Source: an optimization exercise on an open RTL-to-GDS flow (aim: small area and a short achievable clock period). Production flows keep margins and buffers that such runs may drop.
The RTL was checked by simulation tests, not by an equivalence proof against the original design.
Power is estimated from default activity; no workload was simulated.

## flow/design.v (module list and top-level ports; edited modules follow where they fit)
// module booth_enc: 12 lines
// module booth_onen: 3 lines
// module booth_twon: 3 lines
// module booth_negc: 3 lines
// module booth_enc0: 11 lines
// module booth_xn: 7 lines
// module booth_sel: 9 lines
// module booth_sel0: 9 lines
// module booth_sel_n: 8 lines
// module CSA: 10 lines
// module HADD: 9 lines
// module CSA1: 9 lines
// module simple_Adder: 1100 lines
// module k_nand2: 1 lines
// module k_nor2: 1 lines
// module k_xor2: 1 lines
// module k_xnor2: 1 lines
// module k_inv: 1 lines
// module k_aoi21: 1 lines
// module k_oai21: 1 lines
// module wallace: 3587 lines
// module multiplierTree: 27 lines
// module regnext: 9 lines
module multiplierTree (
    input clk,
    input rst,
    input en,
    input [31:0] a,
    input [31:0] b,
    output reg [63:0] c
);
  // ...
==> flow/flow/run.sh <==
#!/bin/bash
# Standard synthesis and layout, with two changes: before placement every
# cell is set to its smallest drive (flow/downsize.tcl) so that repair sizes
# up only what timing needs, and the port buffers are buf_1 cells.
set -euo pipefail
here=$(pwd)
bash standard.sh synth > synth.log 2>&1
export POST_FLOORPLAN_TCL=$here/flow/downsize.tcl
export BUFFER_PORTS_ARGS="-buffer_cell sky130_fd_sc_hd__buf_1"
bash standard.sh finish "POST_FLOORPLAN_TCL=$POST_FLOORPLAN_TCL" "BUFFER_PORTS_ARGS=$BUFFER_PORTS_ARGS" > layout.log 2>&1
==> flow/flow/downsize.tcl <==
# Set every standard cell to the smallest drive of its function before
# placement; repair_design and repair_timing then size up what needs it.
set db [ord::get_db]
set smallest [dict create]
foreach lib [$db getLibs] {
  foreach m [$lib getMasters] {
    set n [$m getName]
    if {![regexp {^(sky130_fd_sc_hd__[a-z0-9]+)_([0-9]+)$} $n -> base drv]} { continue }
    if {[string match "*lpflow*" $n] || [string match "*probe*" $n]} { continue }
    set a [expr {[$m getWidth] * [$m getHeight]}]
    if {![dict exists $smallest $base]} {
      dict set smallest $base [list $m $a $drv]
    } else {
      lassign [dict get $smallest $base] bm ba bd
      if {$a < $ba || ($a == $ba && $drv > $bd)} {
        dict set smallest $base [list $m $a $drv]
      }
    }
  }
}
set count 0
foreach inst [[ord::get_db_block] getInsts] {
  set m [$inst getMaster]
  set n [$m getName]
  if {![regexp {^(sky130_fd_sc_hd__[a-z0-9]+)_([0-9]+)$} $n -> base drv]} { continue }
  if {[string match "*df*" $base] || [string match "*clkbuf*" $base]} { continue }
  if {![dict exists $smallest $base]} { continue }
  set sm [lindex [dict get $smallest $base] 0]
  if {[$sm getName] ne $n} {
    $inst swapMaster $sm
    incr count
  }
}
puts "downsize: swapped $count instances"
==> flow/standard.sh <==
#!/bin/bash
# synth_recipe.tcl (not shown) runs the flow's synth.tcl, then flattens the netlist and writes it again
# the make line also repeats each setting of config.mk as NAME=value (left out here)
make -C /OpenROAD-flow-scripts/flow DESIGN_CONFIG=/design/flow/config.mk WORK_HOME=/design/flow/orfs CLKGATE_MAP_FILE= SYNTH_SCRIPT=/design/flow/synth_recipe.tcl "${@:-finish}"
==> flow/config.mk <==
export PLATFORM = sky130hd
export DESIGN_NAME = multiplierTree
export DESIGN_NICKNAME = multiplierTree
export VERILOG_FILES = /design/flow/design.v
export SDC_FILE = /design/flow/constraint.sdc
export NUM_CORES = 4
export LEC_CHECK = 0
export CAP_MARGIN = 20
export CORE_MARGIN = 2
export CORE_UTILIZATION = 60
export CTS_BUF_LIST = sky130_fd_sc_hd__clkbuf_8
export SETUP_SLACK_MARGIN = 2.3
export SLEW_MARGIN = 20
export SYNTH_HIERARCHICAL = 1
==> flow/constraint.sdc <==
create_clock -name core_clock -period 9.0 [get_ports {clk}]
set_input_delay 1.8000 -clock core_clock [delete_from_list [all_inputs] [get_ports {clk}]]
set_output_delay 1.8000 -clock core_clock [all_outputs]
set_load 0.01 [all_outputs]
==> results.py, run 1 <==
metrics = {
    "run_status": {
        "status": "complete, no violations",
    },
    "setup_path": {
        "crit_path_max_incr_delay_ps": 550,
        "cp_slowest_cell": "fa_1",
        "cp_cell_sequence": "clkbuf_8 > nor3b_2 > a21oi_4 > o22ai_1 > fa_1 > fa_1 > fa_1 > fa_1 > fa_1 > fa_1 > xnor2_1 > nor2_1 > a21oi_2 > o21ai_1 > a21oi_1 > o21ai_1 > a21oi_1 > o21ai_1 > xnor2_1 > a22o_1",
        "crit_path_end_kind": "flop",
        "crit_buf_inv": 1,
        "startpoint_type": "flop",
    },
    "min_path": {
        "hold_path_depth": 1,
        "min-delay-start": "c[38]",
        "hp-class": "reg2reg",
    },
    "route": {
        "wl_met1_mm": 35.95,
        "vias_per_cell": 6.878,
        "wl_met3_mm": 13.49,
    },
    "global_route": {
        "grt_antenna_before_repair": 0,
        "use_met1_pct": 57.13,
        "met3_usage_pct": 16.61,
        "grt-ovfl-total": 0,
    },
    "logic_synthesis": {
        "netlist_area_um2": 25400,
        "synth_nets": 3058,
    },
    "timing": {
        "finalSetupTns_ps": 0,
        "post-route-min-period_ps": 6523,
        "finalHoldViolations": 0,
        "post-route-period-util_pct": 72.47,
    },
    "power_and_ir_drop": {
        "p_per_area_nw_per_um2": 417.6,
        "internal_power_uw": 4870,
        "p_leak_uw": 0.009455,
        "power-top-group": "combinational cells",
        "p_switching_uw": 6507,
    },
    "clock_network": {
        "htreeDepth": 4,
        "cts_buffer_depth": 2,
        "numCtsBuffers": 17,
        "clk_latency_ps": 540,
    },
    "finish": {
        "n_all_buffers": 230,
        "nClkBuffers": 19,
        "layout-drive-gt1-share_pct": 11.46,
        "top_regs": "c x64, A x32, B x32",
        "stdcell_count": 3227,
        "fin_util_pct": 65.09,
        "multi_input_gates": 2217,
    },
    "floorplanning": {
        "die_w_um": 209.7,
        "fp.dieArea_um2": 43990,
        "die_height_um": 209.7,
        "start_util_pct": 60.68,
    },
    "placed_design": {
        "place_area_um2": 26170,
    },
}
==> module simple_Adder, before the edit <==
module simple_Adder (
    input  [63:0] a,
    input  [63:0] b,
    output [63:0] S
);
wire w1;
k_nand2 u2 (a[0], b[0], w1);
wire w3;
k_xnor2 u4 (a[0], b[0], w3);
wire w5;
k_nand2 u6 (a[2], b[2], w5);
wire w7;
k_xnor2 u8 (a[2], b[2], w7);
wire w9;
k_nand2 u10 (a[3], b[3], w9);
wire w11;
k_xnor2 u12 (a[3], b[3], w11);
wire w13;
k_nand2 u14 (a[4], b[4], w13);
wire w15;
k_xnor2 u16 (a[4], b[4], w15);
wire w17;
k_nand2 u18 (a[5], b[5], w17);
wire w19;
k_xnor2 u20 (a[5], b[5], w19);
wire w21;
k_nand2 u22 (a[6], b[6], w21);
wire w23;
k_xnor2 u24 (a[6], b[6], w23);
wire w25;
k_nand2 u26 (a[7], b[7], w25);
wire w27;
k_xnor2 u28 (a[7], b[7], w27);
wire w29;
k_nand2 u30 (a[8], b[8], w29);
wire w31;
k_xnor2 u32 (a[8], b[8], w31);
wire w33;
k_nand2 u34 (a[9], b[9], w33);
wire w35;
k_xnor2 u36 (a[9], b[9], w35);
wire w37;
k_nand2 u38 (a[10], b[10], w37);
wire w39;
k_xnor2 u40 (a[10], b[10], w39);
wire w41;
k_nand2 u42 (a[11], b[11], w41);
wire w43;
k_xnor2 u44 (a[11], b[11], w43);
wire w45;
k_nand2 u46 (a[12], b[12], w45);
wire w47;
k_xnor2 u48 (a[12], b[12], w47);
wire w49;
k_nand2 u50 (a[13], b[13], w49);
wire w51;
k_xnor2 u52 (a[13], b[13], w51);
wire w53;
k_nand2 u54 (a[14], b[14], w53);
wire w55;
k_xnor2 u56 (a[14], b[14], w55);
wire w57;
k_nand2 u58 (a[15], b[15], w57);
wire w59;
k_xnor2 u60 (a[15], b[15], w59);
wire w61;
k_nand2 u62 (a[16], b[16], w61);
wire w63;
k_xnor2 u64 (a[16], b[16], w63);
wire w65;
k_nand2 u66 (a[17], b[17], w65);
wire w67;
k_xnor2 u68 (a[17], b[17], w67);
wire w69;
k_nand2 u70 (a[18], b[18], w69);
wire w71;
k_xnor2 u72 (a[18], b[18], w71);
wire w73;
k_nand2 u74 (a[19], b[19], w73);
wire w75;
k_xnor2 u76 (a[19], b[19], w75);
wire w77;
k_nand2 u78 (a[20], b[20], w77);
wire w79;
k_xnor2 u80 (a[20], b[20], w79);
wire w81;
k_nand2 u82 (a[21], b[21], w81);
wire w83;
k_xnor2 u84 (a[21], b[21], w83);
wire w85;
k_nand2 u86 (a[22], b[22], w85);
wire w87;
k_xnor2 u88 (a[22], b[22], w87);
wire w89;
k_nand2 u90 (a[23], b[23], w89);
wire w91;
k_xnor2 u92 (a[23], b[23], w91);
wire w93;
k_nand2 u94 (a[24], b[24], w93);
wire w95;
k_xnor2 u96 (a[24], b[24], w95);
wire w97;
k_nand2 u98 (a[25], b[25], w97);
wire w99;
k_xnor2 u100 (a[25], b[25], w99);
wire w101;
k_nand2 u102 (a[26], b[26], w101);
wire w103;
k_xnor2 u104 (a[26], b[26], w103);
wire w105;
k_nand2 u106 (a[27], b[27], w105);
wire w107;
k_xnor2 u108 (a[27], b[27], w107);
wire w109;
k_nand2 u110 (a[28], b[28], w109);
wire w111;
k_xnor2 u112 (a[28], b[28], w111);
wire w113;
k_nand2 u114 (a[29], b[29], w113);
wire w115;
k_xnor2 u116 (a[29], b[29], w115);
wire w117;
k_nand2 u118 (a[30], b[30], w117);
wire w119;
k_xnor2 u120 (a[30], b[30], w119);
wire w121;
k_nand2 u122 (a[31], b[31], w121);
wire w123;
k_xnor2 u124 (a[31], b[31], w123);
wire w125;
k_nand2 u126 (a[32], b[32], w125);
wire w127;
k_xnor2 u128 (a[32], b[32], w127);
wire w129;
k_nand2 u130 (a[33], b[33], w129);
wire w131;
k_xnor2 u132 (a[33], b[33], w131);
wire w133;
k_nand2 u134 (a[34], b[34], w133);
wire w135;
k_xnor2 u136 (a[34], b[34], w135);
wire w137;
k_nand2 u138 (a[35], b[35], w137);
wire w139;
k_xnor2 u140 (a[35], b[35], w139);
wire w141;
k_nand2 u142 (a[36], b[36], w141);
wire w143;
k_xnor2 u144 (a[36], b[36], w143);
wire w145;
k_nand2 u146 (a[37], b[37], w145);
wire w147;
k_xnor2 u148 (a[37], b[37], w147);
wire w149;
k_nand2 u150 (a[38], b[38], w149);
wire w151;
k_xnor2 u152 (a[38], b[38], w151);
wire w153;
k_nand2 u154 (a[39], b[39], w153);
wire w155;
k_xnor2 u156 (a[39], b[39], w155);
wire w157;
k_nand2 u158 (a[40], b[40], w157);
wire w159;
k_xnor2 u160 (a[40], b[40], w159);
wire w161;
k_nand2 u162 (a[41], b[41], w161);
wire w163;
k_xnor2 u164 (a[41], b[41], w163);
wire w165;
k_nand2 u166 (a[42], b[42], w165);
wire w167;
k_xnor2 u168 (a[42], b[42], w167);
wire w169;
k_nand2 u170 (a[43], b[43], w169);
wire w171;
k_xnor2 u172 (a[43], b[43], w171);
wire w173;
k_nand2 u174 (a[44], b[44], w173);
wire w175;
k_xnor2 u176 (a[44], b[44], w175);
wire w177;
k_nand2 u178 (a[45], b[45], w177);
wire w179;
k_xnor2 u180 (a[45], b[45], w179);
wire w181;
k_nand2 u182 (a[46], b[46], w181);
wire w183;
k_xnor2 u184 (a[46], b[46], w183);
wire w185;
k_nand2 u186 (a[47], b[47], w185);
wire w187;
k_xnor2 u188 (a[47], b[47], w187);
wire w189;
k_nand2 u190 (a[48], b[48], w189);
wire w191;
k_xnor2 u192 (a[48], b[48], w191);
wire w193;
k_nand2 u194 (a[49], b[49], w193);
wire w195;
k_xnor2 u196 (a[49], b[49], w195);
wire w197;
k_nand2 u198 (a[50], b[50], w197);
wire w199;
k_xnor2 u200 (a[50], b[50], w199);
wire w201;
k_nand2 u202 (a[51], b[51], w201);
wire w203;
k_xnor2 u204 (a[51], b[51], w203);
wire w205;
k_nand2 u206 (a[52], b[52], w205);
wire w207;
k_xnor2 u208 (a[52], b[52], w207);
wire w209;
k_nand2 u210 (a[53], b[53], w209);
wire w211;
k_xnor2 u212 (a[53], b[53], w211);
wire w213;
k_nand2 u214 (a[54], b[54], w213);
wire w215;
k_xnor2 u216 (a[54], b[54], w215);
wire w217;
k_nand2 u218 (a[55], b[55], w217);
wire w219;
k_xnor2 u220 (a[55], b[55], w219);
wire w221;
k_nand2 u222 (a[56], b[56], w221);
wire w223;
k_xnor2 u224 (a[56], b[56], w223);
wire w225;
k_nand2 u226 (a[57], b[57], w225);
wire w227;
k_xnor2 u228 (a[57], b[57], w227);
wire w229;
k_nand2 u230 (a[58], b[58], w229);
wire w231;
k_xnor2 u232 (a[58], b[58], w231);
wire w233;
k_nand2 u234 (a[59], b[59], w233);
wire w235;
k_xnor2 u236 (a[59], b[59], w235);
wire w237;
k_nand2 u238 (a[60], b[60], w237);
wire w239;
k_xnor2 u240 (a[60], b[60], w239);
wire w241;
k_nand2 u242 (a[61], b[61], w241);
wire w243;
k_xnor2 u244 (a[61], b[61], w243);
wire w245;
k_nand2 u246 (a[62], b[62], w245);
wire w247;
k_xnor2 u248 (a[62], b[62], w247);
wire w249;
k_inv u250 (a[1], w249);
wire w251;
k_nor2 u252 (w1, w249, w251);
wire w253;
k_oai21 u254 (w11, w5, w9, w253);
wire w255;
k_nor2 u256 (w11, w7, w255);
wire w257;
k_oai21 u258 (w19, w13, w17, w257);
wire w259;
k_nor2 u260 (w19, w15, w259);
wire w261;
k_oai21 u262 (w27, w21, w25, w261);
wire w263;
k_nor2 u264 (w27, w23, w263);
wire w265;
k_oai21 u266 (w35, w29, w33, w265);
wire w267;
k_nor2 u268 (w35, w31, w267);
wire w269;
k_oai21 u270 (w43, w37, w41, w269);
wire w271;
k_nor2 u272 (w43, w39, w271);
wire w273;
k_oai21 u274 (w51, w45, w49, w273);
wire w275;
k_nor2 u276 (w51, w47, w275);
wire w277;
k_oai21 u278 (w59, w53, w57, w277);
wire w279;
k_nor2 u280 (w59, w55, w279);
wire w281;
k_oai21 u282 (w67, w61, w65, w281);
wire w283;
k_nor2 u284 (w67, w63, w283);
wire w285;
k_oai21 u286 (w75, w69, w73, w285);
wire w287;
k_nor2 u288 (w75, w71, w287);
wire w289;
k_oai21 u290 (w83, w77, w81, w289);
wire w291;
k_nor2 u292 (w83, w79, w291);
wire w293;
k_oai21 u294 (w91, w85, w89, w293);
wire w295;
k_nor2 u296 (w91, w87, w295);
wire w297;
k_oai21 u298 (w99, w93, w97, w297);
wire w299;
k_nor2 u300 (w99, w95, w299);
wire w301;
k_oai21 u302 (w107, w101, w105, w301);
wire w303;
k_nor2 u304 (w107, w103, w303);
wire w305;
k_oai21 u306 (w115, w109, w113, w305);
wire w307;
k_nor2 u308 (w115, w111, w307);
wire w309;
k_oai21 u310 (w123, w117, w121, w309);
wire w311;
k_nor2 u312 (w123, w119, w311);
wire w313;
k_oai21 u314 (w131, w125, w129, w313);
wire w315;
k_nor2 u316 (w131, w127, w315);
wire w317;
k_oai21 u318 (w139, w133, w137, w317);
wire w319;
k_nor2 u320 (w139, w135, w319);
wire w321;
k_oai21 u322 (w147, w141, w145, w321);
wire w323;
k_nor2 u324 (w147, w143, w323);
wire w325;
k_oai21 u326 (w155, w149, w153, w325);
wire w327;
k_nor2 u328 (w155, w151, w327);
wire w329;
k_oai21 u330 (w163, w157, w161, w329);
wire w331;
k_nor2 u332 (w163, w159, w331);
wire w333;
k_oai21 u334 (w171, w165, w169, w333);
wire w335;
k_nor2 u336 (w167, w171, w335);
wire w337;
k_oai21 u338 (w179, w173, w177, w337);
wire w339;
k_nor2 u340 (w179, w175, w339);
wire w341;
k_oai21 u342 (w187, w181, w185, w341);
wire w343;
k_nor2 u344 (w187, w183, w343);
wire w345;
k_oai21 u346 (w195, w189, w193, w345);
wire w347;
k_nor2 u348 (w195, w191, w347);
wire w349;
k_oai21 u350 (w203, w197, w201, w349);
wire w351;
k_nor2 u352 (w199, w203, w351);
wire w353;
k_oai21 u354 (w211, w205, w209, w353);
wire w355;
k_nor2 u356 (w211, w207, w355);
wire w357;
k_oai21 u358 (w219, w213, w217, w357);
wire w359;
k_nor2 u360 (w219, w215, w359);
wire w361;
k_oai21 u362 (w227, w221, w225, w361);
wire w363;
k_nor2 u364 (w227, w223, w363);
wire w365;
k_oai21 u366 (w235, w229, w233, w365);
wire w367;
k_nor2 u368 (w231, w235, w367);
wire w369;
k_oai21 u370 (w243, w237, w241, w369);
wire w371;
k_nor2 u372 (w239, w243, w371);
wire w373;
k_aoi21 u374 (w255, w251, w253, w373);
wire w375;
k_aoi21 u376 (w259, w253, w257, w375);
wire w377;
k_nand2 u378 (w259, w255, w377);
wire w379;
k_aoi21 u380 (w263, w257, w261, w379);
wire w381;
k_nand2 u382 (w263, w259, w381);
wire w383;
k_aoi21 u384 (w267, w261, w265, w383);
wire w385;
k_nand2 u386 (w267, w263, w385);
wire w387;
k_aoi21 u388 (w271, w265, w269, w387);
wire w389;
k_nand2 u390 (w271, w267, w389);
wire w391;
k_aoi21 u392 (w275, w269, w273, w391);
wire w393;
k_nand2 u394 (w275, w271, w393);
wire w395;
k_aoi21 u396 (w279, w273, w277, w395);
wire w397;
k_nand2 u398 (w279, w275, w397);
wire w399;
k_aoi21 u400 (w283, w277, w281, w399);
wire w401;
k_nand2 u402 (w283, w279, w401);
wire w403;
k_aoi21 u404 (w287, w281, w285, w403);
wire w405;
k_nand2 u406 (w287, w283, w405);
wire w407;
k_aoi21 u408 (w291, w285, w289, w407);
wire w409;
k_nand2 u410 (w291, w287, w409);
wire w411;
k_aoi21 u412 (w295, w289, w293, w411);
wire w413;
k_nand2 u414 (w295, w291, w413);
wire w415;
k_aoi21 u416 (w299, w293, w297, w415);
wire w417;
k_nand2 u418 (w299, w295, w417);
wire w419;
k_aoi21 u420 (w303, w297, w301, w419);
wire w421;
k_nand2 u422 (w303, w299, w421);
wire w423;
k_aoi21 u424 (w307, w301, w305, w423);
wire w425;
k_nand2 u426 (w307, w303, w425);
wire w427;
k_aoi21 u428 (w311, w305, w309, w427);
wire w429;
k_nand2 u430 (w311, w307, w429);
wire w431;
k_aoi21 u432 (w315, w309, w313, w431);
wire w433;
k_nand2 u434 (w315, w311, w433);
wire w435;
k_aoi21 u436 (w319, w313, w317, w435);
wire w437;
k_nand2 u438 (w319, w315, w437);
wire w439;
k_aoi21 u440 (w323, w317, w321, w439);
wire w441;
k_nand2 u442 (w323, w319, w441);
wire w443;
k_aoi21 u444 (w327, w321, w325, w443);
wire w445;
k_nand2 u446 (w327, w323, w445);
wire w447;
k_aoi21 u448 (w331, w325, w329, w447);
wire w449;
k_nand2 u450 (w331, w327, w449);
wire w451;
k_aoi21 u452 (w335, w329, w333, w451);
wire w453;
k_nand2 u454 (w331, w335, w453);
wire w455;
k_aoi21 u456 (w339, w333, w337, w455);
wire w457;
k_nand2 u458 (w335, w339, w457);
wire w459;
k_aoi21 u460 (w343, w337, w341, w459);
wire w461;
k_nand2 u462 (w343, w339, w461);
wire w463;
k_aoi21 u464 (w347, w341, w345, w463);
wire w465;
k_nand2 u466 (w347, w343, w465);
wire w467;
k_aoi21 u468 (w351, w345, w349, w467);
wire w469;
k_nand2 u470 (w351, w347, w469);
wire w471;
k_aoi21 u472 (w355, w349, w353, w471);
wire w473;
k_nand2 u474 (w351, w355, w473);
wire w475;
k_aoi21 u476 (w359, w353, w357, w475);
wire w477;
k_nand2 u478 (w359, w355, w477);
wire w479;
k_aoi21 u480 (w363, w357, w361, w479);
wire w481;
k_nand2 u482 (w359, w363, w481);
wire w483;
k_aoi21 u484 (w367, w361, w365, w483);
wire w485;
k_nand2 u486 (w363, w367, w485);
wire w487;
k_aoi21 u488 (w371, w365, w369, w487);
wire w489;
k_nand2 u490 (w367, w371, w489);
wire w491;
k_inv u492 (w251, w491);
wire w493;
k_oai21 u494 (w377, w491, w375, w493);
wire w495;
k_oai21 u496 (w381, w373, w379, w495);
wire w497;
k_oai21 u498 (w385, w375, w383, w497);
wire w499;
k_nor2 u500 (w385, w377, w499);
wire w501;
k_oai21 u502 (w389, w379, w387, w501);
wire w503;
k_nor2 u504 (w389, w381, w503);
wire w505;
k_oai21 u506 (w393, w383, w391, w505);
wire w507;
k_nor2 u508 (w393, w385, w507);
wire w509;
k_oai21 u510 (w397, w387, w395, w509);
wire w511;
k_nor2 u512 (w397, w389, w511);
wire w513;
k_oai21 u514 (w401, w391, w399, w513);
wire w515;
k_nor2 u516 (w401, w393, w515);
wire w517;
k_oai21 u518 (w405, w395, w403, w517);
wire w519;
k_nor2 u520 (w405, w397, w519);
wire w521;
k_oai21 u522 (w409, w399, w407, w521);
wire w523;
k_nor2 u524 (w409, w401, w523);
wire w525;
k_oai21 u526 (w413, w403, w411, w525);
wire w527;
k_nor2 u528 (w413, w405, w527);
wire w529;
k_oai21 u530 (w417, w407, w415, w529);
wire w531;
k_nor2 u532 (w417, w409, w531);
wire w533;
k_oai21 u534 (w421, w411, w419, w533);
wire w535;
k_nor2 u536 (w421, w413, w535);
wire w537;
k_oai21 u538 (w425, w415, w423, w537);
wire w539;
k_nor2 u540 (w425, w417, w539);
wire w541;
k_oai21 u542 (w429, w419, w427, w541);
wire w543;
k_nor2 u544 (w429, w421, w543);
wire w545;
k_oai21 u546 (w433, w423, w431, w545);
wire w547;
k_nor2 u548 (w433, w425, w547);
wire w549;
k_oai21 u550 (w437, w427, w435, w549);
wire w551;
k_nor2 u552 (w437, w429, w551);
wire w553;
k_oai21 u554 (w441, w431, w439, w553);
wire w555;
k_nor2 u556 (w441, w433, w555);
wire w557;
k_oai21 u558 (w445, w435, w443, w557);
wire w559;
k_nor2 u560 (w445, w437, w559);
wire w561;
k_oai21 u562 (w449, w439, w447, w561);
wire w563;
k_nor2 u564 (w449, w441, w563);
wire w565;
k_oai21 u566 (w453, w443, w451, w565);
wire w567;
k_nor2 u568 (w453, w445, w567);
wire w569;
k_oai21 u570 (w457, w447, w455, w569);
wire w571;
k_nor2 u572 (w449, w457, w571);
wire w573;
k_oai21 u574 (w461, w451, w459, w573);
wire w575;
k_nor2 u576 (w453, w461, w575);
wire w577;
k_oai21 u578 (w465, w455, w463, w577);
wire w579;
k_nor2 u580 (w457, w465, w579);
wire w581;
k_oai21 u582 (w469, w459, w467, w581);
wire w583;
k_nor2 u584 (w469, w461, w583);
wire w585;
k_oai21 u586 (w473, w463, w471, w585);
wire w587;
k_nor2 u588 (w473, w465, w587);
wire w589;
k_oai21 u590 (w477, w467, w475, w589);
wire w591;
k_nor2 u592 (w469, w477, w591);
wire w593;
k_oai21 u594 (w481, w471, w479, w593);
wire w595;
k_nor2 u596 (w473, w481, w595);
wire w597;
k_oai21 u598 (w485, w475, w483, w597);
wire w599;
k_nor2 u600 (w477, w485, w599);
wire w601;
k_oai21 u602 (w489, w479, w487, w601);
wire w603;
k_nor2 u604 (w481, w489, w603);
wire w605;
k_aoi21 u606 (w499, w251, w497, w605);
wire w607;
k_inv u608 (w373, w607);
wire w609;
k_aoi21 u610 (w503, w607, w501, w609);
wire w611;
k_aoi21 u612 (w507, w493, w505, w611);
wire w613;
k_aoi21 u614 (w511, w495, w509, w613);
wire w615;
k_aoi21 u616 (w515, w497, w513, w615);
wire w617;
k_nand2 u618 (w515, w499, w617);
wire w619;
k_aoi21 u620 (w519, w501, w517, w619);
wire w621;
k_nand2 u622 (w519, w503, w621);
wire w623;
k_aoi21 u624 (w523, w505, w521, w623);
wire w625;
k_nand2 u626 (w523, w507, w625);
wire w627;
k_aoi21 u628 (w527, w509, w525, w627);
wire w629;
k_nand2 u630 (w527, w511, w629);
wire w631;
k_aoi21 u632 (w531, w513, w529, w631);
wire w633;
k_nand2 u634 (w531, w515, w633);
wire w635;
k_aoi21 u636 (w535, w517, w533, w635);
wire w637;
k_nand2 u638 (w535, w519, w637);
wire w639;
k_aoi21 u640 (w539, w521, w537, w639);
wire w641;
k_nand2 u642 (w539, w523, w641);
wire w643;
k_aoi21 u644 (w543, w525, w541, w643);
wire w645;
k_nand2 u646 (w543, w527, w645);
wire w647;
k_aoi21 u648 (w547, w529, w545, w647);
wire w649;
k_nand2 u650 (w547, w531, w649);
wire w651;
k_aoi21 u652 (w551, w533, w549, w651);
wire w653;
k_nand2 u654 (w551, w535, w653);
wire w655;
k_aoi21 u656 (w555, w537, w553, w655);
wire w657;
k_nand2 u658 (w555, w539, w657);
wire w659;
k_aoi21 u660 (w559, w541, w557, w659);
wire w661;
k_nand2 u662 (w559, w543, w661);
wire w663;
k_aoi21 u664 (w563, w545, w561, w663);
wire w665;
k_nand2 u666 (w563, w547, w665);
wire w667;
k_aoi21 u668 (w567, w549, w565, w667);
wire w669;
k_nand2 u670 (w567, w551, w669);
wire w671;
k_aoi21 u672 (w571, w553, w569, w671);
wire w673;
k_nand2 u674 (w571, w555, w673);
wire w675;
k_aoi21 u676 (w575, w557, w573, w675);
wire w677;
k_nand2 u678 (w575, w559, w677);
wire w679;
k_aoi21 u680 (w579, w561, w577, w679);
wire w681;
k_nand2 u682 (w563, w579, w681);
wire w683;
k_aoi21 u684 (w583, w565, w581, w683);
wire w685;
k_nand2 u686 (w567, w583, w685);
wire w687;
k_aoi21 u688 (w587, w569, w585, w687);
wire w689;
k_nand2 u690 (w571, w587, w689);
wire w691;
k_aoi21 u692 (w591, w573, w589, w691);
wire w693;
k_nand2 u694 (w575, w591, w693);
wire w695;
k_aoi21 u696 (w595, w577, w593, w695);
wire w697;
k_nand2 u698 (w579, w595, w697);
wire w699;
k_aoi21 u700 (w599, w581, w597, w699);
wire w701;
k_nand2 u702 (w583, w599, w701);
wire w703;
k_aoi21 u704 (w603, w585, w601, w703);
wire w705;
k_nand2 u706 (w587, w603, w705);
wire w707;
k_oai21 u708 (w617, w491, w615, w707);
wire w709;
k_oai21 u710 (w621, w373, w619, w709);
wire w711;
k_inv u712 (w493, w711);
wire w713;
k_oai21 u714 (w625, w711, w623, w713);
wire w715;
k_inv u716 (w495, w715);
wire w717;
k_oai21 u718 (w629, w715, w627, w717);
wire w719;
k_oai21 u720 (w633, w605, w631, w719);
wire w721;
k_oai21 u722 (w637, w609, w635, w721);
wire w723;
k_oai21 u724 (w641, w611, w639, w723);
wire w725;
k_oai21 u726 (w645, w613, w643, w725);
wire w727;
k_oai21 u728 (w649, w615, w647, w727);
wire w729;
k_nor2 u730 (w649, w617, w729);
wire w731;
k_oai21 u732 (w653, w619, w651, w731);
wire w733;
k_nor2 u734 (w653, w621, w733);
wire w735;
k_oai21 u736 (w657, w623, w655, w735);
wire w737;
k_nor2 u738 (w657, w625, w737);
wire w739;
k_oai21 u740 (w661, w627, w659, w739);
wire w741;
k_nor2 u742 (w661, w629, w741);
wire w743;
k_oai21 u744 (w665, w631, w663, w743);
wire w745;
k_nor2 u746 (w665, w633, w745);
wire w747;
k_oai21 u748 (w669, w635, w667, w747);
wire w749;
k_nor2 u750 (w669, w637, w749);
wire w751;
k_oai21 u752 (w673, w639, w671, w751);
wire w753;
k_nor2 u754 (w673, w641, w753);
wire w755;
k_oai21 u756 (w677, w643, w675, w755);
wire w757;
k_nor2 u758 (w677, w645, w757);
wire w759;
k_oai21 u760 (w681, w647, w679, w759);
wire w761;
k_nor2 u762 (w649, w681, w761);
wire w763;
k_oai21 u764 (w685, w651, w683, w763);
wire w765;
k_nor2 u766 (w653, w685, w765);
wire w767;
k_oai21 u768 (w689, w655, w687, w767);
wire w769;
k_nor2 u770 (w657, w689, w769);
wire w771;
k_oai21 u772 (w693, w659, w691, w771);
wire w773;
k_nor2 u774 (w661, w693, w773);
wire w775;
k_oai21 u776 (w697, w663, w695, w775);
wire w777;
k_nor2 u778 (w665, w697, w777);
wire w779;
k_oai21 u780 (w701, w667, w699, w779);
wire w781;
k_nor2 u782 (w669, w701, w781);
wire w783;
k_oai21 u784 (w705, w671, w703, w783);
wire w785;
k_nor2 u786 (w673, w705, w785);
wire w787;
k_aoi21 u788 (w729, w251, w727, w787);
wire w789;
k_aoi21 u790 (w733, w607, w731, w789);
wire w791;
k_aoi21 u792 (w737, w493, w735, w791);
wire w793;
k_aoi21 u794 (w741, w495, w739, w793);
wire w795;
k_inv u796 (w605, w795);
wire w797;
k_aoi21 u798 (w745, w795, w743, w797);
wire w799;
k_inv u800 (w609, w799);
wire w801;
k_aoi21 u802 (w749, w799, w747, w801);
wire w803;
k_inv u804 (w611, w803);
wire w805;
k_aoi21 u806 (w753, w803, w751, w805);
wire w807;
k_inv u808 (w613, w807);
wire w809;
k_aoi21 u810 (w757, w807, w755, w809);
wire w811;
k_aoi21 u812 (w761, w707, w759, w811);
wire w813;
k_aoi21 u814 (w765, w709, w763, w813);
wire w815;
k_aoi21 u816 (w769, w713, w767, w815);
wire w817;
k_aoi21 u818 (w773, w717, w771, w817);
wire w819;
k_aoi21 u820 (w777, w719, w775, w819);
wire w821;
k_aoi21 u822 (w781, w721, w779, w821);
wire w823;
k_aoi21 u824 (w785, w723, w783, w823);
wire w825;
k_oai21 u826 (w7, w491, w5, w825);
wire w827;
k_oai21 u828 (w15, w373, w13, w827);
wire w829;
k_oai21 u830 (w23, w711, w21, w829);
wire w831;
k_oai21 u832 (w31, w715, w29, w831);
wire w833;
k_oai21 u834 (w39, w605, w37, w833);
wire w835;
k_oai21 u836 (w47, w609, w45, w835);
wire w837;
k_oai21 u838 (w55, w611, w53, w837);
wire w839;
k_oai21 u840 (w63, w613, w61, w839);
wire w841;
k_inv u842 (w707, w841);
wire w843;
k_oai21 u844 (w71, w841, w69, w843);
wire w845;
k_inv u846 (w709, w845);
wire w847;
k_oai21 u848 (w79, w845, w77, w847);
wire w849;
k_inv u850 (w713, w849);
wire w851;
k_oai21 u852 (w87, w849, w85, w851);
wire w853;
k_inv u854 (w717, w853);
wire w855;
k_oai21 u856 (w95, w853, w93, w855);
wire w857;
k_inv u858 (w719, w857);
wire w859;
k_oai21 u860 (w103, w857, w101, w859);
wire w861;
k_inv u862 (w721, w861);
wire w863;
k_oai21 u864 (w111, w861, w109, w863);
wire w865;
k_inv u866 (w723, w865);
wire w867;
k_oai21 u868 (w119, w865, w117, w867);
wire w869;
k_inv u870 (w725, w869);
wire w871;
k_oai21 u872 (w127, w869, w125, w871);
wire w873;
k_oai21 u874 (w135, w787, w133, w873);
wire w875;
k_oai21 u876 (w143, w789, w141, w875);
wire w877;
k_oai21 u878 (w151, w791, w149, w877);
wire w879;
k_oai21 u880 (w159, w793, w157, w879);
wire w881;
k_oai21 u882 (w167, w797, w165, w881);
wire w883;
k_oai21 u884 (w175, w801, w173, w883);
wire w885;
k_oai21 u886 (w183, w805, w181, w885);
wire w887;
k_oai21 u888 (w191, w809, w189, w887);
wire w889;
k_oai21 u890 (w199, w811, w197, w889);
wire w891;
k_oai21 u892 (w207, w813, w205, w891);
wire w893;
k_oai21 u894 (w215, w815, w213, w893);
wire w895;
k_oai21 u896 (w223, w817, w221, w895);
wire w897;
k_oai21 u898 (w231, w819, w229, w897);
wire w899;
k_oai21 u900 (w239, w821, w237, w899);
wire w901;
k_oai21 u902 (w247, w823, w245, w901);
wire w903;
k_inv u904 (w3, w903);
wire w905;
k_xnor2 u906 (a[1], w1, w905);
wire w907;
k_xnor2 u908 (w7, w251, w907);
wire w909;
k_xnor2 u910 (w11, w825, w909);
wire w911;
k_xor2 u912 (w15, w373, w911);
wire w913;
k_xnor2 u914 (w19, w827, w913);
wire w915;
k_xnor2 u916 (w23, w493, w915);
wire w917;
k_xnor2 u918 (w27, w829, w917);
wire w919;
k_xnor2 u920 (w31, w495, w919);
wire w921;
k_xnor2 u922 (w35, w831, w921);
wire w923;
k_xor2 u924 (w39, w605, w923);
wire w925;
k_xnor2 u926 (w43, w833, w925);
wire w927;
k_xor2 u928 (w47, w609, w927);
wire w929;
k_xnor2 u930 (w51, w835, w929);
wire w931;
k_xor2 u932 (w55, w611, w931);
wire w933;
k_xnor2 u934 (w59, w837, w933);
wire w935;
k_xor2 u936 (w63, w613, w935);
wire w937;
k_xnor2 u938 (w67, w839, w937);
wire w939;
k_xnor2 u940 (w71, w707, w939);
wire w941;
k_xnor2 u942 (w75, w843, w941);
wire w943;
k_xnor2 u944 (w79, w709, w943);
wire w945;
k_xnor2 u946 (w83, w847, w945);
wire w947;
k_xnor2 u948 (w87, w713, w947);
wire w949;
k_xnor2 u950 (w91, w851, w949);
wire w951;
k_xnor2 u952 (w95, w717, w951);
wire w953;
k_xnor2 u954 (w99, w855, w953);
wire w955;
k_xnor2 u956 (w103, w719, w955);
wire w957;
k_xnor2 u958 (w107, w859, w957);
wire w959;
k_xnor2 u960 (w111, w721, w959);
wire w961;
k_xnor2 u962 (w115, w863, w961);
wire w963;
k_xnor2 u964 (w119, w723, w963);
wire w965;
k_xnor2 u966 (w123, w867, w965);
wire w967;
k_xnor2 u968 (w127, w725, w967);
wire w969;
k_xnor2 u970 (w131, w871, w969);
wire w971;
k_xor2 u972 (w135, w787, w971);
wire w973;
k_xnor2 u974 (w139, w873, w973);
wire w975;
k_xor2 u976 (w143, w789, w975);
wire w977;
k_xnor2 u978 (w147, w875, w977);
wire w979;
k_xor2 u980 (w151, w791, w979);
wire w981;
k_xnor2 u982 (w155, w877, w981);
wire w983;
k_xor2 u984 (w159, w793, w983);
wire w985;
k_xnor2 u986 (w163, w879, w985);
wire w987;
k_xor2 u988 (w167, w797, w987);
wire w989;
k_xnor2 u990 (w171, w881, w989);
wire w991;
k_xor2 u992 (w175, w801, w991);
wire w993;
k_xnor2 u994 (w179, w883, w993);
wire w995;
k_xor2 u996 (w183, w805, w995);
wire w997;
k_xnor2 u998 (w187, w885, w997);
wire w999;
k_xor2 u1000 (w191, w809, w999);
wire w1001;
k_xnor2 u1002 (w195, w887, w1001);
wire w1003;
k_xor2 u1004 (w199, w811, w1003);
wire w1005;
k_xnor2 u1006 (w203, w889, w1005);
wire w1007;
k_xor2 u1008 (w207, w813, w1007);
wire w1009;
k_xnor2 u1010 (w211, w891, w1009);
wire w1011;
k_xor2 u1012 (w215, w815, w1011);
wire w1013;
k_xnor2 u1014 (w219, w893, w1013);
wire w1015;
k_xor2 u1016 (w223, w817, w1015);
wire w1017;
k_xnor2 u1018 (w227, w895, w1017);
wire w1019;
k_xor2 u1020 (w231, w819, w1019);
wire w1021;
k_xnor2 u1022 (w235, w897, w1021);
wire w1023;
k_xor2 u1024 (w239, w821, w1023);
wire w1025;
k_xnor2 u1026 (w243, w899, w1025);
wire w1027;
k_xor2 u1028 (w247, w823, w1027);
wire w1029;
k_inv u1030 (w901, w1029);
assign S[0] = w903;
assign S[1] = w905;
assign S[2] = w907;
assign S[3] = w909;
assign S[4] = w911;
assign S[5] = w913;
assign S[6] = w915;
assign S[7] = w917;
assign S[8] = w919;
assign S[9] = w921;
assign S[10] = w923;
assign S[11] = w925;
assign S[12] = w927;
assign S[13] = w929;
assign S[14] = w931;
assign S[15] = w933;
assign S[16] = w935;
assign S[17] = w937;
assign S[18] = w939;
assign S[19] = w941;
assign S[20] = w943;
assign S[21] = w945;
assign S[22] = w947;
assign S[23] = w949;
assign S[24] = w951;
assign S[25] = w953;
assign S[26] = w955;
assign S[27] = w957;
assign S[28] = w959;
assign S[29] = w961;
assign S[30] = w963;
assign S[31] = w965;
assign S[32] = w967;
assign S[33] = w969;
assign S[34] = w971;
assign S[35] = w973;
assign S[36] = w975;
assign S[37] = w977;
assign S[38] = w979;
assign S[39] = w981;
assign S[40] = w983;
assign S[41] = w985;
assign S[42] = w987;
assign S[43] = w989;
assign S[44] = w991;
assign S[45] = w993;
assign S[46] = w995;
assign S[47] = w997;
assign S[48] = w999;
assign S[49] = w1001;
assign S[50] = w1003;
assign S[51] = w1005;
assign S[52] = w1007;
assign S[53] = w1009;
assign S[54] = w1011;
assign S[55] = w1013;
assign S[56] = w1015;
assign S[57] = w1017;
assign S[58] = w1019;
assign S[59] = w1021;
assign S[60] = w1023;
assign S[61] = w1025;
assign S[62] = w1027;
assign S[63] = w1029;
endmodule
==> module multiplierTree, before the edit <==
module multiplierTree (
    input clk,
    input rst,
    input en,
    input [31:0] a,
    input [31:0] b,
    output reg [63:0] c
);
reg [31:0] A;
reg [31:0] B;
wire [63:0] prod;
wire load = en & ~rst;
wire hold = ~en & ~rst;
wire [31:0] nA;
wire [31:0] nB;
wire [63:0] nc;
regnext #(32) nxA (load, hold, a, A, nA);
regnext #(32) nxB (load, hold, b, B, nB);
regnext #(64) nxc (load, hold, prod, c, nc);
always @(posedge clk)
begin
    A <= nA;
    B <= nB;
    c <= nc;
end
wallace M64 (A, B, prod);
endmodule
==> run 2, diff against run 1 <==
--- a/flow/design.v
+++ b/flow/design.v
@@ -94,7 +94,11 @@
 module simple_Adder (
     input  [63:0] a,
     input  [63:0] b,
-    output [63:0] S
+    input  load,
+    input  loadn,
+    input  hold,
+    input  [63:0] q,
+    output [63:0] n
 );
 wire w1;
 k_nand2 u2 (a[0], b[0], w1);
@@ -1001,195 +1005,447 @@
 wire w903;
 k_inv u904 (w3, w903);
 wire w905;
-k_xnor2 u906 (a[1], w1, w905);
+k_a22o u906 (load, w903, hold, q[0], w905);
 wire w907;
-k_xnor2 u908 (w7, w251, w907);
+k_a22o u908 (load, a[1], hold, q[1], w907);
 wire w909;
-k_xnor2 u910 (w11, w825, w909);
+k_nor2 u910 (loadn, w1, w909);
 wire w911;
-k_xor2 u912 (w15, w373, w911);
+k_xor2 u912 (w907, w909, w911);
 wire w913;
-k_xnor2 u914 (w19, w827, w913);
+k_a22o u914 (load, w7, hold, q[2], w913);
 wire w915;
-k_xnor2 u916 (w23, w493, w915);
+k_nor2 u916 (loadn, w251, w915);
 wire w917;
-k_xnor2 u918 (w27, w829, w917);
+k_xor2 u918 (w913, w915, w917);
 wire w919;
-k_xnor2 u920 (w31, w495, w919);
+k_a22o u920 (load, w11, hold, q[3], w919);
 wire w921;
-k_xnor2 u922 (w35, w831, w921);
+k_nor2 u922 (loadn, w825, w921);
 wire w923;
-k_xor2 u924 (w39, w605, w923);
+k_xor2 u924 (w919, w921, w923);
 wire w925;
-k_xnor2 u926 (w43, w833, w925);
+k_a22o u926 (load, w15, hold, q[4], w925);
 wire w927;
-k_xor2 u928 (w47, w609, w927);
+k_nand2 u928 (load, w373, w927);
 wire w929;
-k_xnor2 u930 (w51, w835, w929);
+k_xnor2 u930 (w925, w927, w929);
 wire w931;
-k_xor2 u932 (w55, w611, w931);
+k_a22o u932 (load, w19, hold, q[5], w931);
 wire w933;
-k_xnor2 u934 (w59, w837, w933);
+k_nor2 u934 (loadn, w827, w933);
 wire w935;
-k_xor2 u936 (w63, w613, w935);
+k_xor2 u936 (w931, w933, w935);
 wire w937;
-k_xnor2 u938 (w67, w839, w937);
+k_a22o u938 (load, w23, hold, q[6], w937);
 wire w939;
-k_xnor2 u940 (w71, w707, w939);
+k_nor2 u940 (loadn, w493, w939);
 wire w941;
-k_xnor2 u942 (w75, w843, w941);
+k_xor2 u942 (w937, w939, w941);
 wire w943;
-k_xnor2 u944 (w79, w709, w943);
+k_a22o u944 (load, w27, hold, q[7], w943);
 wire w945;
-k_xnor2 u946 (w83, w847, w945);
+k_nor2 u946 (loadn, w829, w945);
 wire w947;
-k_xnor2 u948 (w87, w713, w947);
+k_xor2 u948 (w943, w945, w947);
 wire w949;
-k_xnor2 u950 (w91, w851, w949);
+k_a22o u950 (load, w31, hold, q[8], w949);
 wire w951;
-k_xnor2 u952 (w95, w717, w951);
+k_nor2 u952 (loadn, w495, w951);
 wire w953;
-k_xnor2 u954 (w99, w855, w953);
+k_xor2 u954 (w949, w951, w953);
 wire w955;
-k_xnor2 u956 (w103, w719, w955);
+k_a22o u956 (load, w35, hold, q[9], w955);
 wire w957;
-k_xnor2 u958 (w107, w859, w957);
+k_nor2 u958 (loadn, w831, w957);
 wire w959;
-k_xnor2 u960 (w111, w721, w959);
+k_xor2 u960 (w955, w957, w959);
 wire w961;
-k_xnor2 u962 (w115, w863, w961);
+k_a22o u962 (load, w39, hold, q[10], w961);
 wire w963;
-k_xnor2 u964 (w119, w723, w963);
+k_nand2 u964 (load, w605, w963);
 wire w965;
-k_xnor2 u966 (w123, w867, w965);
+k_xnor2 u966 (w961, w963, w965);
 wire w967;
-k_xnor2 u968 (w127, w725, w967);
+k_a22o u968 (load, w43, hold, q[11], w967);
 wire w969;
-k_xnor2 u970 (w131, w871, w969);
+k_nor2 u970 (loadn, w833, w969);
 wire w971;
-k_xor2 u972 (w135, w787, w971);
+k_xor2 u972 (w967, w969, w971);
 wire w973;
-k_xnor2 u974 (w139, w873, w973);
+k_a22o u974 (load, w47, hold, q[12], w973);
 wire w975;
-k_xor2 u976 (w143, w789, w975);
+k_nand2 u976 (load, w609, w975);
 wire w977;
-k_xnor2 u978 (w147, w875, w977);
+k_xnor2 u978 (w973, w975, w977);
 wire w979;
-k_xor2 u980 (w151, w791, w979);
+k_a22o u980 (load, w51, hold, q[13], w979);
 wire w981;
-k_xnor2 u982 (w155, w877, w981);
+k_nor2 u982 (loadn, w835, w981);
 wire w983;
-k_xor2 u984 (w159, w793, w983);
+k_xor2 u984 (w979, w981, w983);
 wire w985;
-k_xnor2 u986 (w163, w879, w985);
+k_a22o u986 (load, w55, hold, q[14], w985);
 wire w987;
-k_xor2 u988 (w167, w797, w987);
+k_nand2 u988 (load, w611, w987);
 wire w989;
-k_xnor2 u990 (w171, w881, w989);
+k_xnor2 u990 (w985, w987, w989);
 wire w991;
-k_xor2 u992 (w175, w801, w991);
+k_a22o u992 (load, w59, hold, q[15], w991);
 wire w993;
-k_xnor2 u994 (w179, w883, w993);
+k_nor2 u994 (loadn, w837, w993);
 wire w995;
-k_xor2 u996 (w183, w805, w995);
+k_xor2 u996 (w991, w993, w995);
 wire w997;
-k_xnor2 u998 (w187, w885, w997);
+k_a22o u998 (load, w63, hold, q[16], w997);
 wire w999;
-k_xor2 u1000 (w191, w809, w999);
+k_nand2 u1000 (load, w613, w999);
 wire w1001;
-k_xnor2 u1002 (w195, w887, w1001);
+k_xnor2 u1002 (w997, w999, w1001);
 wire w1003;
-k_xor2 u1004 (w199, w811, w1003);
+k_a22o u1004 (load, w67, hold, q[17], w1003);
 wire w1005;
-k_xnor2 u1006 (w203, w889, w1005);
+k_nor2 u1006 (loadn, w839, w1005);
 wire w1007;
-k_xor2 u1008 (w207, w813, w1007);
+k_xor2 u1008 (w1003, w1005, w1007);
 wire w1009;
-k_xnor2 u1010 (w211, w891, w1009);
+k_a22o u1010 (load, w71, hold, q[18], w1009);
 wire w1011;
-k_xor2 u1012 (w215, w815, w1011);
+k_nor2 u1012 (loadn, w707, w1011);
 wire w1013;
-k_xnor2 u1014 (w219, w893, w1013);
+k_xor2 u1014 (w1009, w1011, w1013);
 wire w1015;
-k_xor2 u1016 (w223, w817, w1015);
+k_a22o u1016 (load, w75, hold, q[19], w1015);
 wire w1017;
-k_xnor2 u1018 (w227, w895, w1017);
+k_nor2 u1018 (loadn, w843, w1017);
 wire w1019;
-k_xor2 u1020 (w231, w819, w1019);
+k_xor2 u1020 (w1015, w1017, w1019);
 wire w1021;
-k_xnor2 u1022 (w235, w897, w1021);
+k_a22o u1022 (load, w79, hold, q[20], w1021);
 wire w1023;
-k_xor2 u1024 (w239, w821, w1023);
+k_nor2 u1024 (loadn, w709, w1023);
 wire w1025;
-k_xnor2 u1026 (w243, w899, w1025);
+k_xor2 u1026 (w1021, w1023, w1025);
 wire w1027;
-k_xor2 u1028 (w247, w823, w1027);
+k_a22o u1028 (load, w83, hold, q[21], w1027);
 wire w1029;
-k_inv u1030 (w901, w1029);
-assign S[0] = w903;
-assign S[1] = w905;
-assign S[2] = w907;
-assign S[3] = w909;
-assign S[4] = w911;
-assign S[5] = w913;
-assign S[6] = w915;
-assign S[7] = w917;
-assign S[8] = w919;
-assign S[9] = w921;
-assign S[10] = w923;
-assign S[11] = w925;
-assign S[12] = w927;
-assign S[13] = w929;
-assign S[14] = w931;
-assign S[15] = w933;
-assign S[16] = w935;
-assign S[17] = w937;
-assign S[18] = w939;
-assign S[19] = w941;
-assign S[20] = w943;
-assign S[21] = w945;
-assign S[22] = w947;
-assign S[23] = w949;
-assign S[24] = w951;
-assign S[25] = w953;
-assign S[26] = w955;
-assign S[27] = w957;
-assign S[28] = w959;
-assign S[29] = w961;
-assign S[30] = w963;
-assign S[31] = w965;
-assign S[32] = w967;
-assign S[33] = w969;
-assign S[34] = w971;
-assign S[35] = w973;
-assign S[36] = w975;
-assign S[37] = w977;
-assign S[38] = w979;
-assign S[39] = w981;
-assign S[40] = w983;
-assign S[41] = w985;
-assign S[42] = w987;
-assign S[43] = w989;
-assign S[44] = w991;
-assign S[45] = w993;
-assign S[46] = w995;
-assign S[47] = w997;
-assign S[48] = w999;
-assign S[49] = w1001;
-assign S[50] = w1003;
-assign S[51] = w1005;
-assign S[52] = w1007;
-assign S[53] = w1009;
-assign S[54] = w1011;
-assign S[55] = w1013;
-assign S[56] = w1015;
-assign S[57] = w1017;
-assign S[58] = w1019;
-assign S[59] = w1021;
-assign S[60] = w1023;
-assign S[61] = w1025;
-assign S[62] = w1027;
-assign S[63] = w1029;
+k_nor2 u1030 (loadn, w847, w1029);
+wire w1031;
+k_xor2 u1032 (w1027, w1029, w1031);
+wire w1033;
+k_a22o u1034 (load, w87, hold, q[22], w1033);
+wire w1035;
+k_nor2 u1036 (loadn, w713, w1035);
+wire w1037;
+k_xor2 u1038 (w1033, w1035, w1037);
+wire w1039;
+k_a22o u1040 (load, w91, hold, q[23], w1039);
+wire w1041;
+k_nor2 u1042 (loadn, w851, w1041);
+wire w1043;
+k_xor2 u1044 (w1039, w1041, w1043);
+wire w1045;
+k_a22o u1046 (load, w95, hold, q[24], w1045);
+wire w1047;
+k_nor2 u1048 (loadn, w717, w1047);
+wire w1049;
+k_xor2 u1050 (w1045, w1047, w1049);
+wire w1051;
+k_a22o u1052 (load, w99, hold, q[25], w1051);
+wire w1053;
+k_nor2 u1054 (loadn, w855, w1053);
+wire w1055;
+k_xor2 u1056 (w1051, w1053, w1055);
+wire w1057;
+k_a22o u1058 (load, w103, hold, q[26], w1057);
+wire w1059;
+k_nor2 u1060 (loadn, w719, w1059);
+wire w1061;
+k_xor2 u1062 (w1057, w1059, w1061);
+wire w1063;
+k_a22o u1064 (load, w107, hold, q[27], w1063);
+wire w1065;
+k_nor2 u1066 (loadn, w859, w1065);
+wire w1067;
+k_xor2 u1068 (w1063, w1065, w1067);
+wire w1069;
+k_a22o u1070 (load, w111, hold, q[28], w1069);
+wire w1071;
+k_nor2 u1072 (loadn, w721, w1071);
+wire w1073;
+k_xor2 u1074 (w1069, w1071, w1073);
+wire w1075;
+k_a22o u1076 (load, w115, hold, q[29], w1075);
+wire w1077;
+k_nor2 u1078 (loadn, w863, w1077);
+wire w1079;
+k_xor2 u1080 (w1075, w1077, w1079);
+wire w1081;
+k_a22o u1082 (load, w119, hold, q[30], w1081);
+wire w1083;
+k_nor2 u1084 (loadn, w723, w1083);
+wire w1085;
+k_xor2 u1086 (w1081, w1083, w1085);
+wire w1087;
+k_a22o u1088 (load, w123, hold, q[31], w1087);
+wire w1089;
+k_nor2 u1090 (loadn, w867, w1089);
+wire w1091;
+k_xor2 u1092 (w1087, w1089, w1091);
+wire w1093;
+k_a22o u1094 (load, w127, hold, q[32], w1093);
+wire w1095;
+k_nor2 u1096 (loadn, w725, w1095);
+wire w1097;
+k_xor2 u1098 (w1093, w1095, w1097);
+wire w1099;
+k_a22o u1100 (load, w131, hold, q[33], w1099);
+wire w1101;
+k_nor2 u1102 (loadn, w871, w1101);
+wire w1103;
+k_xor2 u1104 (w1099, w1101, w1103);
+wire w1105;
+k_a22o u1106 (load, w135, hold, q[34], w1105);
+wire w1107;
+k_nand2 u1108 (load, w787, w1107);
+wire w1109;
+k_xnor2 u1110 (w1105, w1107, w1109);
+wire w1111;
+k_a22o u1112 (load, w139, hold, q[35], w1111);
+wire w1113;
+k_nor2 u1114 (loadn, w873, w1113);
+wire w1115;
+k_xor2 u1116 (w1111, w1113, w1115);
+wire w1117;
+k_a22o u1118 (load, w143, hold, q[36], w1117);
+wire w1119;
+k_nand2 u1120 (load, w789, w1119);
+wire w1121;
+k_xnor2 u1122 (w1117, w1119, w1121);
+wire w1123;
+k_a22o u1124 (load, w147, hold, q[37], w1123);
+wire w1125;
+k_nor2 u1126 (loadn, w875, w1125);
+wire w1127;
+k_xor2 u1128 (w1123, w1125, w1127);
+wire w1129;
+k_a22o u1130 (load, w151, hold, q[38], w1129);
+wire w1131;
+k_nand2 u1132 (load, w791, w1131);
+wire w1133;
+k_xnor2 u1134 (w1129, w1131, w1133);
+wire w1135;
+k_a22o u1136 (load, w155, hold, q[39], w1135);
+wire w1137;
+k_nor2 u1138 (loadn, w877, w1137);
+wire w1139;
+k_xor2 u1140 (w1135, w1137, w1139);
+wire w1141;
+k_a22o u1142 (load, w159, hold, q[40], w1141);
+wire w1143;
+k_nand2 u1144 (load, w793, w1143);
+wire w1145;
+k_xnor2 u1146 (w1141, w1143, w1145);
+wire w1147;
+k_a22o u1148 (load, w163, hold, q[41], w1147);
+wire w1149;
+k_nor2 u1150 (loadn, w879, w1149);
+wire w1151;
+k_xor2 u1152 (w1147, w1149, w1151);
+wire w1153;
+k_a22o u1154 (load, w167, hold, q[42], w1153);
+wire w1155;
+k_nand2 u1156 (load, w797, w1155);
+wire w1157;
+k_xnor2 u1158 (w1153, w1155, w1157);
+wire w1159;
+k_a22o u1160 (load, w171, hold, q[43], w1159);
+wire w1161;
+k_nor2 u1162 (loadn, w881, w1161);
+wire w1163;
+k_xor2 u1164 (w1159, w1161, w1163);
+wire w1165;
+k_a22o u1166 (load, w175, hold, q[44], w1165);
+wire w1167;
+k_nand2 u1168 (load, w801, w1167);
+wire w1169;
+k_xnor2 u1170 (w1165, w1167, w1169);
+wire w1171;
+k_a22o u1172 (load, w179, hold, q[45], w1171);
+wire w1173;
+k_nor2 u1174 (loadn, w883, w1173);
+wire w1175;
+k_xor2 u1176 (w1171, w1173, w1175);
+wire w1177;
+k_a22o u1178 (load, w183, hold, q[46], w1177);
+wire w1179;
+k_nand2 u1180 (load, w805, w1179);
+wire w1181;
+k_xnor2 u1182 (w1177, w1179, w1181);
+wire w1183;
+k_a22o u1184 (load, w187, hold, q[47], w1183);
+wire w1185;
+k_nor2 u1186 (loadn, w885, w1185);
+wire w1187;
+k_xor2 u1188 (w1183, w1185, w1187);
+wire w1189;
+k_a22o u1190 (load, w191, hold, q[48], w1189);
+wire w1191;
+k_nand2 u1192 (load, w809, w1191);
+wire w1193;
+k_xnor2 u1194 (w1189, w1191, w1193);
+wire w1195;
+k_a22o u1196 (load, w195, hold, q[49], w1195);
+wire w1197;
+k_nor2 u1198 (loadn, w887, w1197);
+wire w1199;
+k_xor2 u1200 (w1195, w1197, w1199);
+wire w1201;
+k_a22o u1202 (load, w199, hold, q[50], w1201);
+wire w1203;
+k_nand2 u1204 (load, w811, w1203);
+wire w1205;
+k_xnor2 u1206 (w1201, w1203, w1205);
+wire w1207;
+k_a22o u1208 (load, w203, hold, q[51], w1207);
+wire w1209;
+k_nor2 u1210 (loadn, w889, w1209);
+wire w1211;
+k_xor2 u1212 (w1207, w1209, w1211);
+wire w1213;
+k_a22o u1214 (load, w207, hold, q[52], w1213);
+wire w1215;
+k_nand2 u1216 (load, w813, w1215);
+wire w1217;
+k_xnor2 u1218 (w1213, w1215, w1217);
+wire w1219;
+k_a22o u1220 (load, w211, hold, q[53], w1219);
+wire w1221;
+k_nor2 u1222 (loadn, w891, w1221);
+wire w1223;
+k_xor2 u1224 (w1219, w1221, w1223);
+wire w1225;
+k_a22o u1226 (load, w215, hold, q[54], w1225);
+wire w1227;
+k_nand2 u1228 (load, w815, w1227);
+wire w1229;
+k_xnor2 u1230 (w1225, w1227, w1229);
+wire w1231;
+k_a22o u1232 (load, w219, hold, q[55], w1231);
+wire w1233;
+k_nor2 u1234 (loadn, w893, w1233);
+wire w1235;
+k_xor2 u1236 (w1231, w1233, w1235);
+wire w1237;
+k_a22o u1238 (load, w223, hold, q[56], w1237);
+wire w1239;
+k_nand2 u1240 (load, w817, w1239);
+wire w1241;
+k_xnor2 u1242 (w1237, w1239, w1241);
+wire w1243;
+k_a22o u1244 (load, w227, hold, q[57], w1243);
+wire w1245;
+k_nor2 u1246 (loadn, w895, w1245);
+wire w1247;
+k_xor2 u1248 (w1243, w1245, w1247);
+wire w1249;
+k_a22o u1250 (load, w231, hold, q[58], w1249);
+wire w1251;
+k_nand2 u1252 (load, w819, w1251);
+wire w1253;
+k_xnor2 u1254 (w1249, w1251, w1253);
+wire w1255;
+k_a22o u1256 (load, w235, hold, q[59], w1255);
+wire w1257;
+k_nor2 u1258 (loadn, w897, w1257);
+wire w1259;
+k_xor2 u1260 (w1255, w1257, w1259);
+wire w1261;
+k_a22o u1262 (load, w239, hold, q[60], w1261);
+wire w1263;
+k_nand2 u1264 (load, w821, w1263);
+wire w1265;
+k_xnor2 u1266 (w1261, w1263, w1265);
+wire w1267;
+k_a22o u1268 (load, w243, hold, q[61], w1267);
+wire w1269;
+k_nor2 u1270 (loadn, w899, w1269);
+wire w1271;
+k_xor2 u1272 (w1267, w1269, w1271);
+wire w1273;
+k_a22o u1274 (load, w247, hold, q[62], w1273);
+wire w1275;
+k_nand2 u1276 (load, w823, w1275);
+wire w1277;
+k_xnor2 u1278 (w1273, w1275, w1277);
+wire w1279;
+k_inv u1280 (w901, w1279);
+wire w1281;
+k_a22o u1282 (load, w1279, hold, q[63], w1281);
+assign n[0] = w905;
+assign n[1] = w911;
+assign n[2] = w917;
+assign n[3] = w923;
+assign n[4] = w929;
+assign n[5] = w935;
+assign n[6] = w941;
+assign n[7] = w947;
+assign n[8] = w953;
+assign n[9] = w959;
+assign n[10] = w965;
+assign n[11] = w971;
+assign n[12] = w977;
+assign n[13] = w983;
+assign n[14] = w989;
+assign n[15] = w995;
+assign n[16] = w1001;
+assign n[17] = w1007;
+assign n[18] = w1013;
+assign n[19] = w1019;
+assign n[20] = w1025;
+assign n[21] = w1031;
+assign n[22] = w1037;
+assign n[23] = w1043;
+assign n[24] = w1049;
+assign n[25] = w1055;
+assign n[26] = w1061;
+assign n[27] = w1067;
+assign n[28] = w1073;
+assign n[29] = w1079;
+assign n[30] = w1085;
+assign n[31] = w1091;
+assign n[32] = w1097;
+assign n[33] = w1103;
+assign n[34] = w1109;
+assign n[35] = w1115;
+assign n[36] = w1121;
+assign n[37] = w1127;
+assign n[38] = w1133;
+assign n[39] = w1139;
+assign n[40] = w1145;
+assign n[41] = w1151;
+assign n[42] = w1157;
+assign n[43] = w1163;
+assign n[44] = w1169;
+assign n[45] = w1175;
+assign n[46] = w1181;
+assign n[47] = w1187;
+assign n[48] = w1193;
+assign n[49] = w1199;
+assign n[50] = w1205;
+assign n[51] = w1211;
+assign n[52] = w1217;
+assign n[53] = w1223;
+assign n[54] = w1229;
+assign n[55] = w1235;
+assign n[56] = w1241;
+assign n[57] = w1247;
+assign n[58] = w1253;
+assign n[59] = w1259;
+assign n[60] = w1265;
+assign n[61] = w1271;
+assign n[62] = w1277;
+assign n[63] = w1281;
 endmodule
 module k_nand2 (input a, input b, output y); assign y = ~(a & b); endmodule
 module k_nor2 (input a, input b, output y); assign y = ~(a | b); endmodule
@@ -1198,10 +1454,17 @@
 module k_inv (input a, output y); assign y = ~a; endmodule
 module k_aoi21 (input a, input b, input c, output y); assign y = ~((a & b) | c); endmodule
 module k_oai21 (input a, input b, input c, output y); assign y = ~((a | b) & c); endmodule
+module k_a22o (input a1, input a2, input b1, input b2, output y); assign y = (a1 & a2) | (b1 & b2); endmodule
+module k_and2 (input a, input b, output y); assign y = a & b; endmodule
+module k_or2 (input a, input b, output y); assign y = a | b; endmodule
 module wallace (
     input [31:0] a,
     input [31:0] b,
-    output [63:0] c
+    input load,
+    input loadn,
+    input hold,
+    input [63:0] q,
+    output [63:0] n
 );
 wire onen0;
 wire twon0;
@@ -4783,7 +5046,7 @@
 k_inv u2490 (pp15_31, s2489);
 wire [63:0] x = {1'b1, pp15_31, s2489, s2486, s2483, s2480, s2477, c2472, s2471, c2466, c2463, c2460, c2457, s2456, c2451, c2448, c2445, c2442, c2439, c2436, s2435, s2432, s2429, c2424, c2421, c2418, c2415, c2412, c2409, c2406, c2403, c2400, c2397, c2394, c2391, c2388, c2385, c2382, c2379, c2376, c2373, c2370, c2367, c2364, c2361, c2358, c2355, c2352, c2349, c2346, c2343, c2340, c2337, c2334, c2331, c2328, c2325, c2322, c2319, c2316, c2313, pp1_0, pp0_1, negc0};
 wire [63:0] y = {1'b0, pp15_32, c2487, c2484, c2481, c2478, c2475, s2474, c2469, s2468, s2465, s2462, s2459, c2454, s2453, s2450, s2447, s2444, s2441, s2438, c2433, c2430, c2427, s2426, s2423, s2420, s2417, s2414, s2411, s2408, s2405, s2402, s2399, s2396, s2393, s2390, s2387, s2384, s2381, s2378, s2375, s2372, s2369, s2366, s2363, s2360, s2357, s2354, s2351, s2348, s2345, s2342, s2339, s2336, s2333, s2330, s2327, s2324, s2321, s2318, s2315, s2312, 1'b0, pp0_0};
-simple_Adder cpa (.a(x), .b(y), .S(c));
+simple_Adder cpa (.a(x), .b(y), .load(load), .loadn(loadn), .hold(hold), .q(q), .n(n));
 endmodule
 module multiplierTree (
     input clk,
@@ -4795,22 +5058,21 @@
 );
 reg [31:0] A;
 reg [31:0] B;
-wire [63:0] prod;
 wire load = en & ~rst;
 wire hold = ~en & ~rst;
 wire [31:0] nA;
 wire [31:0] nB;
 wire [63:0] nc;
+wire loadn = ~load;
 regnext #(32) nxA (load, hold, a, A, nA);
 regnext #(32) nxB (load, hold, b, B, nB);
-regnext #(64) nxc (load, hold, prod, c, nc);
 always @(posedge clk)
 begin
     A <= nA;
     B <= nB;
     c <= nc;
 end
-wallace M64 (A, B, prod);
+wallace M64 (A, B, load, loadn, hold, c, nc);
 endmodule
 module regnext #(parameter size = 8) (
     input load,
--- a/flow/config.mk
+++ b/flow/config.mk
@@ -9,6 +9,6 @@
 export CORE_MARGIN = 2
 export CORE_UTILIZATION = 60
 export CTS_BUF_LIST = sky130_fd_sc_hd__clkbuf_8
-export SETUP_SLACK_MARGIN = 2.3
+export SETUP_SLACK_MARGIN = 2.6
 export SLEW_MARGIN = 20
 export SYNTH_HIERARCHICAL = 1
==> results.py, run 2 <==
metrics = {
    "finish": {
        "layout_common_cells": "xnor2_1, o22ai_1, fa_1",
        "layout-drive-gt1-share_pct": 12.40,
        "syn_to_final_growth_pct": 8.666,
        "top_register": "c",
        "nNetsFinal": 3286,
        "largest_reg_flops": 64,
        "fin_util_pct": 65.98,
        "layout_commonest_cell": "xnor2_1",
        "top_regs": "c x64, A x32, B x32",
    },
    "timing": {
        "post-route-period-util_pct": 69.42,
        "tightest_slew_ps": 899.6,
        "rsz0062_at_grt": "yes",
        "finalHoldViolations": 0,
        "post-route-min-period_ps": 6247,
        "finalSetupTns_ps": 0,
        "clock_skew_ps": 24.61,
        "fmax_ghz": 0.1601,
        "setup_viol": 0,
        "fin_hold_ws_ps": 473.2,
    },
    "floorplanning": {
        "die_w_um": 210.0,
        "fp.dieArea_um2": 44110,
        "rows": 75,
        "core-area_um2": 41950,
        "num_io_pins": 131,
        "die_height_um": 210.0,
        "start_util_pct": 60.72,
    },
    "power_and_ir_drop": {
        "p_leak_uw": 0.009909,
        "p_total_uw": 10290,
        "vdd_drop_max_mv": 0.3412,
        "p_per_area_nw_per_um2": 371.9,
    },
    "setup_path": {
        "cp.arrival_ps": 6710,
        "cp_top_family": "adder cells",
        "crit_path_max_incr_delay_ps": 610,
        "crit_buf_inv": 2,
        "cp_slowest_cell": "fa_1",
        "cp_common_cell": "fa_1",
        "crit_path_end_kind": "flop",
        "worstPathMaxFanout": 33,
        "required_ps": 9460,
        "timing_worst_setup_path_type": "reg2reg",
        "startpoint_type": "flop",
        "cp_cell_sequence": "buf_12 > nor2b_1 > a21oi_2 > buf_12 > o22ai_1 > fa_1 > fa_1 > fa_1 > fa_1 > fa_1 > fa_1 > xnor2_2 > nor2_1 > nand2_1 > nor2_2 > nand2_1 > o21ai_1 > a21oi_2 > o21ai_1 > nor2_1 > xor2_1",
    },
    "logic_synthesis": {
        "synth_warnings": 7,
        "synth_nets": 3107,
        "netlist_area_um2": 25470,
        "avgSynthCellArea_um2": 9.926,
    },
    "route": {
        "vias_per_cell": 6.989,
        "vias": 23050,
        "dr.pass1.iters": 7,
        "drcViolationCount": 0,
        "drtIter0Drc": 3283,
        "ant_nets": 0,
    },
    "clock_network": {
        "cts.sinks": 128,
        "htreeDepth": 4,
        "numCtsBuffers": 17,
        "cts_buffer_depth": 2,
        "cts-root-buf": "clkbuf_8",
        "clk_latency_ps": 570,
        "cts_tree": "yes",
        "clkTransAtPathRegs_ps": 90,
    },
    "global_route": {
        "grt_usage_pct": 43.04,
        "first_global_vias": 23170,
        "grt_pass1_wl_mm": 140.7,
        "grt-ovfl-total": 0,
        "grt_antenna_before_repair": 2,
    },
    "placed_design": {
        "port-buffer-count": 130,
        "place_congestion": 1.038,
        "dp_hpwl_mm": 70.76,
    },
    "flow_run": {
        "maxCapViolCount": 0,
    },
    "min_path": {
        "hp-class": "reg2reg",
    },
    "run_status": {
        "status": "complete, no violations",
    },
}
run 2: timing repair:
action / in CTS / in global routing
gates resized for setup: 43 / 88
gates cloned: 1 / 2
setup endpoints to repair: 44 / 37
hold buffers: 0 / 0
setup buffers: 14 / 6
pin swaps: 2 / 3
run 2: cell type report:
class | instances | area (um2)
timing repair buffer | 237 | 1583
multi-input combinational | 2279 | 22120
clock inverter | 13 | 128.9
clock buffer | 19 | 261.5
antenna | 1 | 2.502
inverter | 82 | 307.8
fill | 3471 | 14270
tap | 539 | 674.4
sequential | 128 | 2604
run 2: path summary, 6_finish.rpt:
check                           start  endpoint  slack (ps)  depth (start not counted)
worst max-delay path            B[23]     c[39]        2750                         21
worst min-delay path            A[18]     A[18]         470                          1
worst max register to register  B[23]     c[39]        2750                         21
worst min register to register  A[18]     A[18]         470                          1
run 2: metrics by stage:
stage | setup slack [ps] | instance area, um2 | instances
2_1_floorplan | 2604 | 25730 | 2566
3_5_place_dp | 1590 | 26420 | 3242
6_report | 2753 | 27680 | 3298
5_1_grt | 2532 | 27680 | 3298
4_1_cts | 2603 | 27170 | 3289
3_3_place_gp | 1697 | 26420 | 3242
run 2: power breakdown:
group / internal, uW / switching (uW)
Combinational: 3360 / 5500
Sequential: 732 / 151
Clock: 238 / 308
Total: 4330 / 5960
run 2: worst reg2reg max path, delay by kind of cell, from the launching register on:
kind	cells	cell delay, ps
DFF	1	460
xor gates and xnor gates	2	360
AOI/OAI and AO/OA	5	830
and+or+nand+nor	6	960
buffers and inverters	2	440
adders and majority gates	6	3090
run 2: metal layers:
| layer | vias to the layer above | GRT usage (%) | wire, um |
|---|---|---|---|
| met5 | - | 1.557 | 78 |
| met4 | 2 | 20.40 | 5195 |
| met3 | 408 | 17.70 | 14110 |
| met2 | 1834 | 62.46 | 39140 |
| met1 | 11200 | 55.89 | 35610 |
| li1 | 9612 | - | - |

Re-timed with assumed drivers on the ports (clkbuf_16 on the clock, buf_2 on other inputs), run 2 has 2.753 ns of setup slack against 2.753 ns with ideal ports, and 2.753 ns once port delays also move by the mid clock arrival of 0.621 ns.
